Background: an optimization exercise with open tools, aiming at small area and a short achievable clock period. Do not read the settings as production practice. No functional check of the RTL was part of any run shown here. Power is estimated from default activity; no workload was simulated.

==> design/flow/design.v <==
module predec3n (
    input  logic [2:0] a,
    input  logic [2:0] a_n,
    input  logic       en_a,
    input  logic [7:0] qd,
    output logic [7:0] yn
);
    genvar j;
    generate
        for (j = 0; j < 8; j++) begin : g_j
            g_a41oi u (.a(en_a),
                       .b(j[2] ? a[2] : a_n[2]),
                       .c(j[1] ? a[1] : a_n[1]),
                       .d(j[0] ? a[0] : a_n[0]),
                       .e(qd[j]), .y(yn[j]));
        end
    endgenerate
endmodule
module ao8 (
    input  logic [7:0] d,
    input  logic [7:0] s,
    output logic       y
);
    assign y = |(d & s);
endmodule
module rdbit (
    input  logic [63:0] d,
    input  logic [63:0] rsel,
    input  logic        wbit,
    input  logic        wsel_d,
    output logic        y
);
    logic [7:0] s;
    logic [2:0] t;
    logic       byp_n;
    genvar k;
    generate
        for (k = 0; k < 8; k++) begin : g_s
            ao8 u (.d(d[8*k+7:8*k]), .s(rsel[8*k+7:8*k]), .y(s[k]));
        end
    endgenerate
    g_nor3  u_t0 (.a(s[0]), .b(s[1]), .c(s[2]), .y(t[0]));
    g_nor3  u_t1 (.a(s[3]), .b(s[4]), .c(s[5]), .y(t[1]));
    g_nor2  u_t2 (.a(s[6]), .b(s[7]), .y(t[2]));
    g_nand2 u_b  (.a(wbit), .b(wsel_d), .y(byp_n));
    g_nand4 u_y  (.a(t[0]), .b(t[1]), .c(t[2]), .d(byp_n), .y(y));
endmodule
module g_inv   (input logic a, output logic y);                   assign y = !a;                          endmodule
module g_or2   (input logic a, b, output logic y);                assign y = a || b;                      endmodule
module g_nor2  (input logic a, b, output logic y);                assign y = !(a || b);                   endmodule
module g_nand2 (input logic a, b, output logic y);                assign y = !(a && b);                   endmodule
module g_nor3  (input logic a, b, c, output logic y);             assign y = !(a || b || c);              endmodule
module g_nand3 (input logic a, b, c, output logic y);             assign y = !(a && b && c);              endmodule
module g_nand4 (input logic a, b, c, d, output logic y);          assign y = !(a && b && c && d);         endmodule
module g_xnor2 (input logic a, b, output logic y);                assign y = !(a ^ b);                    endmodule
module g_aoi22 (input logic a0, b0, a1, b1, output logic y);      assign y = !((a0 && b0) || (a1 && b1)); endmodule
module g_aoi222 (input logic a0, b0, a1, b1, a2, b2, output logic y);
    assign y = !((a0 && b0) || (a1 && b1) || (a2 && b2));
endmodule
module g_a41oi (input logic a, b, c, d, e, output logic y);       assign y = !((a && b && c && d) || e);  endmodule
module g_and2  (input logic a, b, output logic y);                assign y = a && b;                      endmodule
module g_a21o  (input logic a, b, c, output logic y);             assign y = (a && b) || c;               endmodule
module g_a31o  (input logic a, b, c, d, output logic y);          assign y = (a && b && c) || d;          endmodule
module g_a32o  (input logic a, b, c, d, e, output logic y);       assign y = (a && b && c) || (d && e);   endmodule
module bist_top #(
    parameter size   = 6,   
    parameter length = 8    
)(
    input  logic               start,
    input  logic               rst,
    input  logic               clk,
    input  logic               csin,
    input  logic               rwbarin,
    input  logic               opr,
    input  logic [size-1:0]    address,
    input  logic [length-1:0]  datain,
    output logic [length-1:0]  dataout,
    output logic               fail
);
    function automatic logic [7:0] pat(input logic [2:0] s);
        case (s)
            3'd0: pat = 8'hAA;
            3'd1: pat = 8'h55;
            3'd2: pat = 8'hF0;
            3'd3: pat = 8'h0F;
            3'd4: pat = 8'h00;
            3'd5: pat = 8'hFF;
            3'd6: pat = 8'hCC;
            default: pat = 8'h33;
        endcase
    endfunction
    logic       test;
    logic [9:0] q;
    logic       cout;
    logic       test_nx;
    logic [9:0] q_nx;
    logic       cout_nx;
    assign test_nx = test ? !cout : start;
    assign {cout_nx, q_nx} = test ? {1'b0, q} + 11'd1 : 11'd0;
    always_ff @(posedge clk or posedge rst) begin
        if (rst)
            test <= 1'b0;
        else
            test <= test_nx;
    end
    always_ff @(posedge clk) begin
        {cout, q} <= {cout_nx, q_nx};
    end
    logic [7:0] ptn;
    assign ptn = pat(q[2:0]);
    logic              cs, we;
    logic [length-1:0] wdata;
    assign cs    = test | csin;
    assign we    = test ? !q[6] : (csin && !rwbarin);
    assign wdata = test ? ptn : datain;
    logic       ntest, en_rd, en_wr;
    logic [5:0] address_n;
    logic [7:0] qd_rrow, qd_wrow, qd_col, rrow_n, wrow_n, col_n;
    assign ntest = !test;
    assign en_rd = ntest && rwbarin;
    assign en_wr = ntest && csin && !rwbarin;
    always_comb
        for (int j = 0; j < 8; j++) begin
            qd_rrow[j] = test &&  q[6] && (q[5:3] == j);
            qd_wrow[j] = test && !q[6] && (q[5:3] == j);
            qd_col[j]  = test && (q[2:0] == j);
        end
    genvar ga;
    generate
        for (ga = 0; ga < size; ga++) begin : g_ainv
            g_inv u (.a(address[ga]), .y(address_n[ga]));
        end
    endgenerate
    predec3n u_prrow (.a(address[5:3]), .a_n(address_n[5:3]), .en_a(en_rd), .qd(qd_rrow), .yn(rrow_n));
    predec3n u_pwrow (.a(address[5:3]), .a_n(address_n[5:3]), .en_a(en_wr), .qd(qd_wrow), .yn(wrow_n));
    predec3n u_pcol  (.a(address[2:0]), .a_n(address_n[2:0]), .en_a(ntest), .qd(qd_col),  .yn(col_n));
    genvar gw;
    logic [63:0] rsel, wsel;
    generate
        for (gw = 0; gw < 64; gw++) begin : g_sel
            g_nor2 u_r (.a(rrow_n[gw/8]), .b(col_n[gw%8]), .y(rsel[gw]));
            g_nor2 u_w (.a(wrow_n[gw/8]), .b(col_n[gw%8]), .y(wsel[gw]));
        end
    endgenerate
    logic [length-1:0] ram [0:63];
    always_ff @(posedge clk) begin
        for (int w = 0; w < 64; w++)
            if (wsel[w])
                ram[w] <= wdata;
    end
    logic [length-1:0] rd;
    genvar gb, gx;
    generate
        for (gb = 0; gb < length; gb++) begin : g_rd
            logic [63:0] col;
            for (gx = 0; gx < 64; gx++) begin : g_w
                assign col[gx] = ram[gx][gb];
            end
            rdbit u_rd (.d(col), .rsel(rsel), .wbit(wdata[gb]), .wsel_d(we), .y(rd[gb]));
        end
    endgenerate
    logic [length-1:0] rdata;
    always_ff @(posedge clk) begin
        if (cs)
            rdata <= rd;
    end
    logic [7:0] ptn_nx, mism_n;
    logic       chk_n, fa_lo_d, fa_hi_d;
    assign ptn_nx = pat(q_nx[2:0]);
    assign chk_n  = !(test && !cout && q_nx[6]);
    generate
        for (gb = 0; gb < length; gb++) begin : g_cmp
            g_xnor2 u (.a(rd[gb]), .b(ptn_nx[gb]), .y(mism_n[gb]));
        end
    endgenerate
    g_a41oi u_falo (.a(mism_n[0]), .b(mism_n[1]), .c(mism_n[2]), .d(mism_n[3]), .e(chk_n), .y(fa_lo_d));
    g_a41oi u_fahi (.a(mism_n[4]), .b(mism_n[5]), .c(mism_n[6]), .d(mism_n[7]), .e(chk_n), .y(fa_hi_d));
    logic rd_t, fa_lo, fa_hi, fb;
    always_ff @(posedge clk or posedge rst) begin
        if (rst) begin
            rd_t  <= 1'b0;
            fa_lo <= 1'b0;
            fa_hi <= 1'b0;
            fb    <= 1'b0;
        end else begin
            rd_t  <= test_nx && q_nx[6];
            fa_lo <= fa_lo_d;
            fa_hi <= fa_hi_d;
            fb    <= test_nx && !q_nx[6] && (q_nx[2:0] != 3'd4);
        end
    end
    logic idle_rd;
    g_and2 u_ird (.a(csin), .b(rwbarin), .y(idle_rd));
    genvar go;
    generate
        for (go = 0; go < length; go++) begin : g_out
            logic idle_d, test_d;
            assign idle_d = rdata[go] && ntest;
            assign test_d = rdata[go] && rd_t;
            g_a21o u (.a(idle_rd), .b(idle_d), .c(test_d), .y(dataout[go]));
        end
    endgenerate
    logic fa;
    assign fa = fa_lo || fa_hi;
    g_a32o u_fail (.a(opr), .b(rwbarin), .c(fb), .d(opr), .e(fa), .y(fail));
endmodule
==> design/flow/flow/run.sh <==
#!/bin/bash
# Layout flow: the standard synthesis and layout (standard.sh), with all
# signal ports constrained to one edge of the die (io.tcl) and the port
# buffers made from buf_4 cells. Each step's full output goes to its own log.
set -euo pipefail
work=$(pwd)
bash standard.sh synth > "$work/synth.log" 2>&1
bash standard.sh \
    IO_CONSTRAINTS="$work/flow/io.tcl" \
    "BUFFER_PORTS_ARGS=-buffer_cell sky130_fd_sc_hd__buf_4" \
    finish > "$work/layout.log" 2>&1
==> design/flow/flow/io.tcl <==
# All ports on the right edge of the die, kept together.
set_io_pin_constraint -group -region right:* -pin_names {
    clk rst start csin rwbarin opr
    address[0] address[1] address[2] address[3] address[4] address[5]
    datain[0] datain[1] datain[2] datain[3] datain[4] datain[5] datain[6] datain[7]
    dataout[0] dataout[1] dataout[2] dataout[3] dataout[4] dataout[5] dataout[6] dataout[7]
    fail
}
==> design/flow/standard.sh <==
#!/bin/bash
# synth_recipe.tcl (not shown) runs the flow's synth.tcl, then flattens the netlist and writes it again
# the make line also repeats each setting of config.mk as NAME=value (left out here)
make -C /OpenROAD-flow-scripts/flow DESIGN_CONFIG=/design/flow/config.mk WORK_HOME=/design/flow/orfs CLKGATE_MAP_FILE= SYNTH_SCRIPT=/design/flow/synth_recipe.tcl "${@:-finish}"
==> design/flow/config.mk <==
export PLATFORM = sky130hd
export DESIGN_NAME = bist_top
export DESIGN_NICKNAME = bist_top
export VERILOG_FILES = /design/flow/design.v
export SDC_FILE = /design/flow/constraint.sdc
export NUM_CORES = 4
export LEC_CHECK = 0
export CAP_MARGIN = 20
export CORE_MARGIN = 2
export CORE_UTILIZATION = 60
export CTS_BUF_LIST = sky130_fd_sc_hd__clkbuf_8
export CTS_CLUSTER_DIAMETER = 80
export CTS_CLUSTER_SIZE = 14
export SETUP_SLACK_MARGIN = 3.3
export SLEW_MARGIN = 20
export SYNTH_HIERARCHICAL = 1
==> design/flow/constraint.sdc <==
create_clock -name core_clock -period 6.0 [get_ports {clk}]
set_input_delay 1.2000 -clock core_clock [delete_from_list [all_inputs] [get_ports {clk}]]
set_output_delay 1.2000 -clock core_clock [all_outputs]
set_load 0.01 [all_outputs]
==> run notes, run 1 <==
register area share after synthesis ~78%; Post-Syn Area approximately 0.021 sq mm; via count approximately 13,000; Max Fclk about 0.32 GHz; port bufs 28; cell area after layout around 0.025 sq mm; Syn-to-layout area delta 22.19%; final worst path period share 52.37%; I/O Pins 29; critical path peak fanout 8; Final Critical Period roughly 3100 ps; cells after synthesis between 1,000 and 1,500; syn_nets approximately 1,300; insertion delay to the later sink of the worst-skew pair 620 ps; worst path cell trace buf_12 -> clkinvlp_4 -> buf_4 -> a41oi_4 -> buf_6 -> buf_4 -> nor2_4 -> a22oi_1 -> nand4_1 -> nor3_2 -> nand4_1 -> xnor2_1 -> a41oi_2; fraction of registers with async set/reset less than 1%; Iteration-0 DRC Markers between 1,500 and 2,000; Worst-path clk slew approximately 110 ps; GRT Residual Overflow 0; Slowest Stage Delay on Critical Path between 300 and 400 ps; gr usage total 31.21%; Crit. End Element flop; Worst setup SP type input port; Max H-tree Level 2; Max Slew Vio Count 0; Core ar. ~0.034 sq mm; CTS Buffer Depth 3; chip width roughly 190 microns; Leakage roughly 8 nW; Pwr per Cell Area slightly below 400 mW/mm^2; layout cells sized above 1 a little over a third; CTS Hold Bufs 0; Post-DP Area approximately 0.022 sq mm; Nets between 1,000 and 1,500; TritonCTS sink count roughly 540; # rows 67; Die Ht 189.2 microns; FF+latch area between 0.015 and 0.02 sq mm; number of fillers in the final layout a little under 2,000; final hold vios 0; Detailed Place HPWL between 30,000 and 40,000 microns; top post-synthesis cells by area edfxtp_1 76%, a22oi_1 9.3%, nor2_1 3.0%, nand4_1 2.2%, a41oi_2 2.1%; DRT Wirelength ~56,000 microns; worst IR drop on VDD approximately 0.56 mV; Yosys top cell area share about three quarters; top-count cell post-synth edfxtp_1; arrival time worst endpoint between 3000 and 4000 ps; Top delay family on crit path simple AND/OR/NAND/NOR gates; critical path launch point address[2]; leading area contributor after synthesis edfxtp_1; DRC violation count after routing 0; most instantiated cells after synthesis 520 x edfxtp_1, 256 x a22oi_1, 166 x nor2_1, 72 x nand4_1, 26 x a41oi_2; Ant. Diodes 0; setup TNS 0 ps; antenna violations before repair 0; vias in the first global route roughly 13,000; Multi-input gate area 0.005816 sq mm; CP max stage cell nor3_2; Synth cell types 43; setup repair after global routing missed its margin true; CP required about 6500 ps; Slew headroom 29.18%; Synth Flop Type edfxtp_1; synthesized flop and latch total 536; Worst Hold Launch q[9]; clk root buf clkbuf_8; Syn. warnings 8; syn avg cell area 16.63 sq um; Max Cap Violations 0; TritonCTS clock tree yes; critical setup path kind in2reg; Final Setup Violations 0; worst hold-check path type reg2reg; outcome no timing/DRC/antenna violations; first-pass GRT wire length between 80,000 and 90,000 microns; CP bufs+invs 5; Worst Max-Slew Pin Slew ~1100 ps; Starting Density 61.21%; vias per cell roughly 6.8; DRT Pass-1 Iters 6; GPL Wtd Cong ~0.87; Routed Antenna Nets 0; reg2reg start test; cts bufs inserted 44; WL per Instance between 20 and 30 microns; largest net degree at the start of global routing 61; Die Footprint approximately 0.036 sq mm; skew final 40.18 ps; Post-synth EDFFs 520
-- path summary, 6_finish.rpt --
| path | slack [ps] | to | cells past startpoint |
|---|---|---|---|
| max | 2860 | fa_hi | 13 |
| min | 460 | cout | 2 |
| max reg2reg | 2870 | fa_hi | 14 |
| min reg2reg | 460 | cout | 2 |
| max in group asynchronous | 5190 | test | 2 |
| min in group asynchronous | 540 | rd_t | 2 |
-- modules after synthesis (local to each module, per instance), excerpt --
module | area, sq um | cells | flops+latches
g_nand4 | 6.256 | 1 | 0
g_a41oi | 16.27 | 1 | 0
g_inv | 3.754 | 1 | 0
g_a32o | 10.01 | 1 | 0
g_xnor2 | 8.758 | 1 | 0
ao8 | 36.28 | 5 | 0
g_nor2 | 3.754 | 1 | 0
g_nor3 | 10.01 | 1 | 0
g_nand2 | 3.754 | 1 | 0
bist_top | 16910 | 699 | 536
-- power breakdown --
group,internal [mW],leakage (nW),switching [mW]
clock network,0.722,0.414,1.13
logic,0.773,2.53,1.89
registers,5.11,4.83,0.118
-- cell usage in the layout, fill, tap and decap left out, types with 5 or more instances in the layout --
cell type,netlist,final
edfxtp_1,520,520
a22oi_1,256,184
buf_4,1,113
nor2_2,0,84
a22oi_2,0,72
nand4_1,72,72
clkbuf_8,0,44
nor2_4,0,43
nor2_1,166,39
buf_12,0,31
inv_1,16,23
buf_6,0,21
nand2_1,19,17
a41oi_4,0,17
nor3_2,16,14
nor3_1,10,9
a41oi_2,26,9
clkinvlp_4,0,8
nor2b_1,11,8
and2_1,10,8
a21o_1,9,8
nand3_1,7,7
dfxtp_1,11,7
buf_8,0,7
xor2_1,6,6
a21oi_1,7,5
o21ai_0,8,5
and3_1,7,5
ha_1,9,5
xnor2_2,0,5
dfrtp_1,5,5
-- per-layer routing --
metal | part of all wire, % | track usage (%) | up-vias
li1 | - | - | 5535
met1 | 41 | 47.17 | 6520
met2 | 45 | 46.93 | 786
met3 | 10 | 5.987 | 138
met4 | 3.1 | 9.255 | 0
met5 | 0 | 0 | -
-- registers in the layout (all words and copies together), names as in the netlist --
signal / flops
fa_hi: 1
q: 10
rd_t: 1
ram: 512
fa_lo: 1
test: 1
fb: 1
cout: 1
rdata: 8
-- final cells by class --
| cell class | count | share of cell area (%) |
|---|---|---|
| tap | 448 | 2.229 |
| clock buffer | 44 | 2.408 |
| multi-input combinational | 677 | 23.13 |
| clock inverter | 18 | 0.4279 |
| inverter | 16 | 0.3434 |
| sequential | 536 | 63.53 |
| timing repair buffer | 178 | 7.937 |
-- logic make-up (layout without fill, tap and decap cells) --
logic type	Yosys count	in the layout	synth area share, %
mux	1	1	0.05472
fa+ha+maj	9	9	0.5473
flops	536	536	77.56
buf+inv	26	256	0.5229
xor+xnor	15	15	0.6385
compound gates	319	321	12.60
simple gates	331	331	8.075
-- repair_timing --
action,in CTS,in global routing
cloned,7,1
pin swaps,91,53
buffers inserted,107,22
setup endpoints to repair,627,623
gates resized for setup,278,64
-- per-stage QoR --
step	utilization, %	hold WS (ps)	worst slack, ps	instances	total power, mW
global placement	64.45	447.4	1715	1718	7.148
CTS	73.45	461.6	2985	1894	9.512
finish	74.80	464.8	2858	1917	9.745
floorplan	-	432.7	3027	1237	6.265
global route	74.80	487.3	2750	1917	10.03
detailed placement	64.45	454.0	1635	1718	7.199
-- tightest hold or removal path: stages (launching register included) --
cell and delay (ps):
dfxtp_1 340, nand3_1 60, nor2_1 30
==> run 2, diff against run 1 <==
--- a/design/flow/config.mk
+++ b/design/flow/config.mk
@@ -11,6 +11,6 @@
 export CTS_BUF_LIST = sky130_fd_sc_hd__clkbuf_8
 export CTS_CLUSTER_DIAMETER = 80
 export CTS_CLUSTER_SIZE = 14
-export SETUP_SLACK_MARGIN = 3.3
+export SETUP_SLACK_MARGIN = 3.0
 export SLEW_MARGIN = 20
 export SYNTH_HIERARCHICAL = 1
==> run 2 against run 1 <==
Net effect: setup slack gained 47 ps; area after synthesis stayed put; hold slack improved by 6.4 ps; die area is the same; clock skew increased by 11 ps; critical path depth stayed put; core utilization down 1.1 points; maximum frequency grew 1.5%; combinational power is 6% lower; routed wire length shrank 3.7%; clock-buffer cell count rose by 1; sequential share of layout area rose by 0.99 points; highest routed layer unchanged.
==> run notes, run 2 <==
outcome no timing/DRC/antenna violations; Worst-path clk slew approximately 100 ps; Reg-to-Reg End fa_hi; via count approximately 13,000; Max Fclk approximately 0.32 GHz; setup repair after global routing missed its margin true; Synth Area in XOR/XNOR less than 1%; Core ar. 0.03362 sq mm; insertion delay to the later sink of the worst-skew pair 650 ps; chip width 189.2 microns; Final Critical Period just over 3000 ps; Crit. End Element flop; arrival time worst endpoint ~3600 ps; Max H-tree Level 2; port bufs 28; reg2reg start test; Worst setup SP type input port; DRC violation count after routing 0; vias in the first global route roughly 12,000; Max Slew Vio Count 0; TritonCTS clock tree yes; CP required about 6500 ps; syn_nets about 1,300; Synth cell types 43; vias per cell between 6 and 7; antenna violations before repair 0; Worst Max-Slew Pin Slew 850.9 ps; setup TNS 0 ps; placed cells roughly 1,700; commonest non-fill, non-tap cell in the layout edfxtp_1; Synth Flop Type edfxtp_1; top post-synthesis cells by area edfxtp_1 76%, a22oi_1 9.3%, nor2_1 3.0%, nand4_1 2.2%, a41oi_2 2.1%; Final Util 73.65%; DRT Wirelength 54,340 microns; Slew headroom a little over two fifths; critical setup path kind in2reg; Routed Antenna Nets 0; CTS Buffer Depth 3; logic gate share of total power 26.2%; # rows 67; Nets 1,452; Leakage roughly 7.6 nW; GPL Wtd Cong about 0.9; Yosys top cell area share between 70 and 80%; gr usage total between 20 and 30%; skew final 50.77 ps; Pint around 6.5 mW; Max Cap Violations 0; number of fillers in the final layout ~2,000; Iteration-0 DRC Markers 1,494; register-to-register setup slack about 2900 ps; Final Setup Violations 0; non-filler instance count after layout ~1,900; simple-gate share of the synthesized area 8.075%; mux contribution to synthesized area less than 1%; most frequent cells in the layout 520 x edfxtp_1, 174 x a22oi_1, 88 x nor2_2; Compound-Gate Fraction of Synth Area 12.60%; switch share around a third; Post-synth EDFFs 520; cell area after layout 0.02476 sq mm; Post-Synth Adder-Cell Area 0.5472%; clock network power share between 10% and 20%; syn avg cell area 16.63 sq um; Post-Syn Area ~0.02 sq mm; clk root buf clkbuf_8; Syn-to-layout area delta 20.32%; worst hold-check path type in2async; top-count cell post-synth edfxtp_1; cells after synthesis around 1,200; Switching Power approximately 3.0 mW; Power Total roughly 9.5 mW; first-pass GRT wire length a little under 80,000 microns; final hold vios 0; CTS Hold Bufs 0; Die Ht about 190 microns; leading area contributor after synthesis edfxtp_1; TritonCTS sink count 536; Largest register FFs 512; WL per Instance around 29 microns; most instantiated cells after synthesis 520 x edfxtp_1, 256 x a22oi_1, 166 x nor2_1, 72 x nand4_1, 26 x a41oi_2; synthesized flop and latch total between 500 and 600; Post-DP Area roughly 0.022 sq mm; largest net degree at the start of global routing 66; Syn. warnings 8; Ant. Diodes 0; worst reg2reg path depth 14; Die Footprint about 0.036 sq mm; main combinational cell family by area after synthesis compound AO/OA/AOI/OAI gates; I/O Pins 29; Detailed Place HPWL approximately 33,000 microns; fraction of registers with async set/reset 0.9328%; critical path peak fanout 8; Seq pwr share between 50% and 60%; worst IR drop on VDD between 0.3 and 0.4 mV; GRT Residual Overflow 0; final worst path period share a little over 50%; cts bufs inserted 44; Largest Register ram; DRT Pass-1 Iters 6; Pwr per Cell Area just under 400 mW/mm^2; Starting Density about three fifths; layout cells sized above 1 approximately 34%; register area share after synthesis 77.56%
-- run 2: cell counts after synthesis --
Identical to the previous run, type by type.
-- run 2: routing by layer --
metal | global-route usage, % | part of all wire (%)
met1 | 44.14 | 41
met2 | 45.01 | 47
met5 | 0 | 0
met4 | 10.40 | 3.5
met3 | 6.413 | 8.9
-- run 2: worst max-delay path by stage --
stage,to,cells after the start,startpoint
after global routing,fa_hi,14,q[1]
after global placement,fa_hi,10,address[1]
after floorplan,fa_lo,6,datain[2]
after detailed placement,fa_hi,10,address[0]
after CTS,ram[55][4],5,test
final,fa_hi,13,address[2]
-- run 2: stage by stage --
| step | worst slack (ps) | hold WS [ps] |
|---|---|---|
| after global routing | 2854 | 477.6 |
| after detailed placement | 1768 | 465.3 |
| final | 2905 | 471.2 |
| after floorplan | 2926 | 432.7 |
| after CTS | 2938 | 457.3 |
| after global placement | 1863 | 466.5 |
-- run 2: modules after synthesis, one instance, submodules excluded, a selection --
| module | cell area [sq um] | times used | cells inside |
|---|---|---|---|
| ao8 | 36.28 | 64 | 5 |
| bist_top | 16910 | 1 | 699 |
| g_a21o | 7.507 | 8 | 1 |
| g_a32o | 10.01 | 1 | 1 |
| g_a41oi | 16.27 | 26 | 1 |
| g_and2 | 6.256 | 1 | 1 |
| g_inv | 3.754 | 6 | 1 |
| g_nand2 | 3.754 | 8 | 1 |
| g_nand4 | 6.256 | 8 | 1 |
| g_nor2 | 3.754 | 136 | 1 |
| g_nor3 | 10.01 | 16 | 1 |
| g_xnor2 | 8.758 | 8 | 1 |
-- run 2: kinds of logic after synthesis --
| kind of cell | after synthesis |
|---|---|
| multiplexers | 1 |
| adder cells (fa/ha/maj) | 9 |
| XOR/XNOR | 15 |
| flip-flops | 536 |
| AND/OR/NAND/NOR | 331 |
| buffers and inverters | 26 |
| AO/OA/AOI/OAI | 319 |
-- run 2: cell type report --
class                           instances  area (sq um)  area share (%)
Timing Repair Buffer                  149          1665           6.726
Multi-Input combinational cell        676          5774           23.32
Tap cell                              448         560.5           2.264
Clock inverter                         19         78.83          0.3184
Inverter                               16         86.33          0.3487
Clock buffer                           45         619.3           2.502
Sequential cell                       536         15970           64.52
-- run 2: critical path: stages --
cell and delay [ps]:
buf_8 120, clkinvlp_4 140, buf_6 160, a41oi_4 250
buf_12 160, buf_12 120, nor2_4 70, a22oi_1 240
nand4_1 210, nor3_2 350, nand4_1 210, xnor2_1 210
a41oi_2 140
-- run 2: timing repair --
item,4_1_cts,5_1_grt
pin swaps,34,95
buffers inserted,56,47
setup endpoints to repair,227,525
resized for setup,135,222
gates cloned,2,1
-- run 2: power groups by stage --
stage,Combinational (mW),Clock [mW],Sequential [mW]
6_report,2.49,1.81,5.23
3_5_place_dp,1.93,0,5.29
2_1_floorplan,1.00,0,5.25
5_1_grt,2.62,1.98,5.24
4_1_cts,2.17,1.84,5.20
3_3_place_gp,1.89,0,5.29
==> run 3, diff against run 2 <==
==> design/flow/run.sh (new file) <==
#!/bin/bash
# synth_recipe.tcl (not shown) runs the flow's synth.tcl, then flattens the netlist and writes it again
# the make line also repeats each setting of config.mk as NAME=value (left out here)
make -C /OpenROAD-flow-scripts/flow DESIGN_CONFIG=/design/flow/config.mk WORK_HOME=/design/flow/orfs CLKGATE_MAP_FILE= SYNTH_SCRIPT=/design/flow/synth_recipe.tcl finish
removed: design/flow/flow/run.sh
removed: design/flow/flow/io.tcl
removed: design/flow/standard.sh
==> run 3 against run 2 <==
Net effect: clock-buffer cell count unchanged; critical path depth down 8; synthesized cell count unchanged; cell area down 1.9%; sequential power about the same; clock power up 3%; die area unchanged; via count down 1.3%; area after synthesis unchanged; still clean on timing, DRC and antenna; first-iteration DRC count up 9.9%; setup slack better by 6.8 ps; largest power group unchanged; final cell count down 0.85%.
==> run notes, run 3 <==
outcome no timing/DRC/antenna violations; Max Fclk ~0.32 GHz; Reg-to-Reg End fa_hi; Iteration-0 DRC Markers roughly 1,600; clk root buf clkbuf_8; setup repair after global routing missed its margin true; hold path cells 1; port bufs 28; Starting Density 61.21%; final worst path period share about 51%; syn_nets around 1,300; cts bufs inserted 44; Post-Synth Adder-Cell Area less than 1%; hold worst-path end rd_t; DRT Pass-1 Iters 7; worst hold-check path type reg2reg; clock network power share approximately a fifth; GRT Residual Overflow 0; gr usage total between 20% and 30%; Post-synth EDFFs 520; cell area after layout 0.02428 sq mm; Nets 1,435; Routed Antenna Nets 0; most frequent cells in the layout 520 x edfxtp_1, 203 x a22oi_1, 74 x nor2_2; Seq pwr share roughly 55%; Core ar. roughly 0.034 sq mm; setup TNS 0 ps; DRC violation count after routing 0; Worst Hold Launch cout; layout cells sized above 1 about 28%; Detailed Place HPWL between 30,000 and 40,000 microns; # rows 67; Worst-path clk slew 110 ps; DRT Wirelength 52,970 microns; cells after synthesis 1,237; Post-DP Area about 0.022 sq mm; Post-Syn Area between 0.02 and 0.025 sq mm; CTS Buffer Depth 3; CP required 4800 ps; insertion delay to the later sink of the worst-skew pair between 600 and 700 ps; Slowest Stage Delay on Critical Path between 150 and 200 ps; Crit. End Element output port; leading area contributor after synthesis edfxtp_1; vias in the first global route ~12,000; main combinational cell family by area after synthesis compound AO/OA/AOI/OAI gates; worst reg2reg path depth 11; commonest non-fill, non-tap cell in the layout edfxtp_1; critical setup path kind in2out; logic gate share of total power between 20% and 30%; largest net degree at the start of global routing 46; simple-gate share of the synthesized area around 8%; CP bufs+invs 3; Pwr per Cell Area 392.1 mW/mm^2; via count 12,520; reg2reg start test; TritonCTS sink count between 500 and 600; top post-synthesis cells by area edfxtp_1 76%, a22oi_1 9.3%, nor2_1 3.0%, nand4_1 2.2%, a41oi_2 2.1%; Max Cap Violations 0; Die Footprint about 0.036 sq mm; Leakage 7.425 nW; switch share 31.49%; WL per Instance around 28 microns; syn avg cell area roughly 17 sq um; arrival time worst endpoint ~1900 ps; Compound-Gate Fraction of Synth Area 12.60%; Worst Max-Slew Pin Slew 887.7 ps; Largest register FFs 512; TritonCTS clock tree yes; Synth Flop Type edfxtp_1; Max H-tree Level 2; CP max stage cell and2_4; register area share after synthesis between 70 and 80%; fraction of registers with async set/reset less than 1%; Syn-to-layout area delta 17.99%; GPL Wtd Cong a little over 0.9; worst path cell trace buf_2 -> and2_4 -> buf_6 -> a21o_1 -> buf_2; Worst setup SP type input port; Final Util between 70 and 80%; critical path peak fanout 7; Slew headroom between 40% and 50%; Top delay family on crit path buffers and inverters; I/O Pins 29; vias per cell around 6.7; register-to-register setup slack between 3000 and 4000 ps; most instantiated cells after synthesis 520 x edfxtp_1, 256 x a22oi_1, 166 x nor2_1, 72 x nand4_1, 26 x a41oi_2; worst IR drop on VDD a little under 0.3 mV; mux contribution to synthesized area less than 1%; Crit path top cell by count buf_2; synthesized flop and latch total 536; top-count cell post-synth edfxtp_1; Yosys top cell area share roughly 76%; Synth Area in XOR/XNOR less than 1%; first-pass GRT wire length between 70,000 and 80,000 microns; Final Setup Violations 0; Pint 6.522 mW; Largest Register ram; skew final about 46 ps; antenna violations before repair 0; chip width around 190 microns; Switching Power 2.997 mW; Final Critical Period around 3100 ps; Syn. warnings 8; Synth cell types between 40 and 50; Max Slew Vio Count 0; Die Ht approximately 190 microns; final hold vios 0
## run 3: per-module statistics from Yosys (local to each module, per instance), a selection
module / copies in the design / flip-flops and latches / cells inside
g_inv: 6 / 0 / 1
ao8: 64 / 0 / 5
g_a32o: 1 / 0 / 1
g_a41oi: 26 / 0 / 1
g_nor3: 16 / 0 / 1
g_nand4: 8 / 0 / 1
g_nor2: 136 / 0 / 1
bist_top: 1 / 536 / 699
g_a21o: 8 / 0 / 1
g_xnor2: 8 / 0 / 1
g_and2: 1 / 0 / 1
g_nand2: 8 / 0 / 1
## run 3: stage by stage
stage | power (mW) | std cells | setup slack [ps] | hold WS (ps)
after floorplan | 6.252 | 1237 | 2926 | 432.7
after global placement | 7.172 | 1720 | 1198 | 459.4
after detailed placement | 7.225 | 1720 | 1084 | 458.2
after CTS | 9.205 | 1824 | 2920 | 478.6
after global routing | 9.831 | 1872 | 2897 | 515.2
final | 9.519 | 1873 | 2912 | 488.2
## run 3: cells by family after synthesis
| family | count (synthesis) |
|---|---|
| AOI/OAI and AO/OA | 319 |
| and+or+nand+nor | 331 |
| adders and majority gates | 9 |
| muxes | 1 |
| DFF | 536 |
| xor gates and xnor gates | 15 |
| buffers and inverters | 26 |
## run 3: per-layer routing
layer	vias to the layer above	routed length [microns]	track usage, %
met1	6354	22580	43.81
met3	90	4459	4.708
met2	644	24440	43.36
li1	5432	-	-
met5	-	0	0
met4	0	1490	7.752
## run 3: worst max path at each step
stage,to,startpoint,slack (ps),depth (start not counted)
after CTS,dataout[1],rwbarin,2920,5
after detailed placement,fa_hi,address[1],1080,10
final,dataout[6],csin,2910,5
after global routing,dataout[5],csin,2900,5
after global placement,fa_hi,address[1],1200,10
after floorplan,fa_lo,datain[2],2930,6
## run 3: final cells by class
type / instances / area (sq um)
antenna: 1 / 2.502
clock buffer: 45 / 619.3
clock inverter: 19 / 110.1
fill: 2100 / 9338
inverter: 16 / 82.58
multi-input combinational: 675 / 5431
sequential: 536 / 15970
tap: 448 / 560.5
timing repair buffer: 133 / 1499
## run 3: what timing repair did
| item | CTS | global route |
|---|---|---|
| buffers inserted | 40 | 42 |
| endpoints found under the setup margin | 531 | 480 |
| cloned | 0 | 5 |
| pin swaps | 33 | 65 |
| gates resized for setup | 172 | 158 |
| hold buffers | 0 | 0 |
## run 3: power groups by stage
stage / Clock (mW) / Sequential [mW] / Combinational (mW)
after floorplan: 0 / 5.25 / 1.00
after global placement: 0 / 5.29 / 1.88
after detailed placement: 0 / 5.29 / 1.93
after CTS: 1.89 / 5.21 / 2.10
after global routing: 2.03 / 5.23 / 2.57
final: 1.86 / 5.21 / 2.45

static timing again, ports no longer ideal:
No port has a modelled driver above. Below, the same layouts with a new extraction and two added sets of constraints.
Step 1 assumes that a clkbuf_16 drives the clock port and a buf_2 every other input.
Step 2 times the ports against the registers' clock, not the clock port: input delays grow and output delays shrink by t, the midpoint of the rising clock arrivals with the driver on.
a / b / c = no drivers / after step 1 / after step 2; a / b = the first two.
run | t (ns) | setup WS [ns] | worst setup path after step 2
run 1 | 0.639 | 2.858 / 2.835 / 2.197 | input to register
run 2 | 0.667 | 2.905 / 2.864 / 2.197 | input to register
run 3 | 0.657 | 2.912 / 2.873 / 2.325 | input to register
After both steps every run listed still meets setup and hold. For run 2, which loses most, drivers alone change the setup slack by -0.041 ns; drivers and shift together by -0.708 ns.
